Background: an optimization exercise with open tools, aiming at small area, a short achievable clock period and few clock cycles. Do not read the settings as production practice. At most, simulation tests tie the RTL to the original design; equivalence was not proved. Power and IR drop assume default switching activity.

Setup of oak:
==> flow/design.v <==
module GCD(
	input clk,
	input rst,
	input start,
	input [7:0] A,
	input [7:0] B,
	output [7:0] gcd_result,
	output ready
);
reg [5:0] a_h;
reg [5:0] b_h;
reg [7:0] kh;     
reg       zf;     
reg       busy;
reg       rdy;
reg [7:0] res;
function [7:0] lowbit8(input [7:0] v);
	reg seen;
	integer i;
	begin
		seen = 1'b0;
		for (i = 0; i < 8; i = i + 1) begin
			lowbit8[i] = v[i] & ~seen;
			seen = seen | v[i];
		end
	end
endfunction
function [5:0] oddhi(input [7:0] v);
	reg [7:0] x;
	reg [7:0] p;
	integer   i, t;
	begin
		x = v ^ {8{v[7]}};
		p = lowbit8(v);
		for (i = 0; i < 6; i = i + 1) begin
			oddhi[i] = 1'b0;
			for (t = 0; t + i + 1 < 7; t = t + 1)
				oddhi[i] = oddhi[i] | (p[t] & x[i + 1 + t]);
		end
	end
endfunction
wire       za = (A == 8'd0);
wire       zb = (B == 8'd0);
wire [5:0] ha = oddhi(A);
wire [5:0] hb = oddhi(B);
function [2:0] ctz6(input [5:0] v);
	casez (v)
		6'b?????1: ctz6 = 3'd0;
		6'b????10: ctz6 = 3'd1;
		6'b???100: ctz6 = 3'd2;
		6'b??1000: ctz6 = 3'd3;
		6'b?10000: ctz6 = 3'd4;
		default:   ctz6 = 3'd5;
	endcase
endfunction
wire [6:0] d = {1'b0, a_h} - {1'b0, b_h};
wire       s = d[6];                  
wire [5:0] m = d[5:0] ^ {6{s}};
wire [5:0] u = a_h ^ b_h;
wire       eq = (u == 6'd0);          
reg  [5:0] above;                     
integer q;
always @* begin
	above[0] = 1'b0;
	for (q = 1; q < 6; q = q + 1) above[q] = above[q - 1] | u[q - 1];
end
wire one_next = ~|(m & above);
wire one_now  = (a_h == 6'd0) | (b_h == 6'd0);
wire found = eq | one_now | one_next;
wire [5:0] b_step = m >> (ctz6(u) + 3'd1);
wire [5:0] a_step = s ? a_h : b_h;
wire [6:0] g = {(a_h & {6{eq}}) | ((a_h | b_h) & {6{zf}}), 1'b1};
reg  [7:0] res_step;
integer i, j;
always @* begin
	for (i = 0; i < 8; i = i + 1) begin
		res_step[i] = 1'b0;
		for (j = 0; j <= i && j < 8; j = j + 1)
			if (i - j < 7) res_step[i] = res_step[i] | (kh[j] & g[i - j]);
	end
end
always @(posedge clk) begin
	if (start) begin
		a_h <= ha;
		b_h <= hb;
		kh  <= lowbit8(A | B);
	end else begin
		a_h <= a_step;
		b_h <= b_step;
	end
	res <= res_step;
	zf  <= start & (za | zb);
end
always @(posedge clk) begin
	if (rst) begin
		busy <= 1'b0;
		rdy  <= 1'b0;
	end else if (start) begin
		busy <= 1'b1;
		rdy  <= 1'b0;
	end else begin
		busy <= busy & ~found;
		rdy  <= busy & found;
	end
end
assign ready = rdy;
assign gcd_result = res;
endmodule
export LEC_CHECK = 0
export ABC_AREA = 1
export CAP_MARGIN = 20
export CORE_MARGIN = 2
export CORE_UTILIZATION = 40
export SLEW_MARGIN = 20
create_clock -name core_clock -period 4.0 [get_ports {clk}]
standard.sh (not shown) runs the stock make flow with config.mk's settings and CLKGATE_MAP_FILE= SYNTH_SCRIPT=/design/flow/synth_recipe.tcl, a recipe that flattens the netlist after the stock synthesis.
==> flow/flow/run.sh <==
#!/bin/bash
set -euo pipefail
bash standard.sh 'BUFFER_PORTS_ARGS=-buffer_cell sky130_fd_sc_hd__buf_2' ADDER_MAP_FILE= \
  finish > standard_flow.log 2>&1
Testbench counts of oak, summed over its fixed seeds: cycles 34,956.
Here is what was changed in the inputs of pine compared with oak.
==> flow/design.v <==
module GCD(
	input clk,
	input rst,
	input start,
	input [7:0] A,
	input [7:0] B,
	output [7:0] gcd_result,
	output ready
);
reg [5:0] a_h;
reg [5:0] b_h;
reg [7:0] kh;    
reg       a0;     
reg       busy;
function [7:0] lowbit8(input [7:0] v);
	reg seen;
	integer i;
	begin
		seen = 1'b0;
		for (i = 0; i < 8; i = i + 1) begin
			lowbit8[i] = v[i] & ~seen;
			seen = seen | v[i];
		end
	end
endfunction
function [5:0] oddhi(input [7:0] v);
	reg [7:0] x;
	reg [7:0] p;
	integer   i, t;
	begin
		x = v ^ {8{v[7]}};
		p = lowbit8(v);
		for (i = 0; i < 6; i = i + 1) begin
			oddhi[i] = 1'b0;
			for (t = 0; t + i + 1 < 7; t = t + 1)
				oddhi[i] = oddhi[i] | (p[t] & x[i + 1 + t]);
		end
	end
endfunction
wire       za = (A == 8'd0);
wire       zb = (B == 8'd0);
wire [5:0] ha = oddhi(A);
wire [5:0] hb = oddhi(B);
function [2:0] ctz6(input [5:0] v);
	casez (v)
		6'b?????1: ctz6 = 3'd0;
		6'b????10: ctz6 = 3'd1;
		6'b???100: ctz6 = 3'd2;
		6'b??1000: ctz6 = 3'd3;
		6'b?10000: ctz6 = 3'd4;
		default:   ctz6 = 3'd5;
	endcase
endfunction
wire [6:0] d = {1'b0, a_h} - {1'b0, b_h};
wire       s = d[6];                  
wire [5:0] m = d[5:0] ^ {6{s}};
wire [5:0] u = a_h ^ b_h;
wire [5:0] b_step = m >> (ctz6(u) + 3'd1);
wire [5:0] a_step = s ? a_h : b_h;
wire done = (u == 6'd0) | (a_h == 6'd0) | (b_h == 6'd0);
always @(posedge clk) begin
	if (start) begin
		a_h <= za ? hb : ha;
		b_h <= zb ? ha : hb;
		kh  <= lowbit8(A | B);
	end else begin
		a_h <= a_step;
		b_h <= b_step;
	end
	a0 <= ~(start & za & zb);
end
always @(posedge clk) begin
	if (rst)
		busy <= 1'b0;
	else if (start)
		busy <= 1'b1;
	else if (done)
		busy <= 1'b0;
end
assign ready = busy & done;
wire [6:0] g = {a_h & b_h, a0};
wire [7:0] kd = kh;
reg  [7:0] res;
integer i, j;
always @* begin
	for (i = 0; i < 8; i = i + 1) begin
		res[i] = 1'b0;
		for (j = 0; j <= i && j < 8; j = j + 1)
			if (i - j < 7) res[i] = res[i] | (kd[j] & g[i - j]);
	end
end
assign gcd_result = res;
endmodule
Results
In the flow results for oak and pine, the achievable clock frequency is smaller on pine. Taking pine over oak, the number of clock sinks ratio works out to 0.71. The design area in pine is 0.936 times that in oak. pine — remaining max-slew budget at the tightest pin 13 points higher, oak as reference. Taking pine as 1.0, oak lands at 1.07 on total power. [compare] base=oak new=pine: combinational share of power shows an increase of 8.3 points; final cell count went down by about 1.8%; final cycle utilization of the critical path now sits higher; sequential cell count down about 30%; post-synthesis xor/xnor area fraction moved down.
Only the layout flow was run in pine; the RTL was not checked for function there.

==> afterwards: timing with drivers on the ports <==
The flow's constraints put no driver on any port. The routed layouts listed below were extracted and timed again, unchanged, in two steps.
Step 1, drivers: a clkbuf_16 drives clk and a buf_2 each remaining input, both assumed.
Step 2 also shifts input and output timing later by t, the mid clock arrival at the registers, as if the neighbouring blocks saw the same clock.
Three values: ideal, step 1, step 2; two values: the first two.
| run | t, ns | setup WS [ns] | hold WS [ns] | cell pins on the clock port's net |
|---|---|---|---|---|
| oak | 0.305 | 2.019 / 2.025 / 1.720 | 0.424 / 0.424 / 0.424 | 1 |
| pine | 0.273 | 1.411 / 1.385 / 1.509 | 0.457 / 0.457 / 0.457 | 1 |
After both steps setup and hold are still met in every run listed. For oak, which loses most, drivers alone change the setup slack by +0.006 ns; drivers and shift together by -0.299 ns.
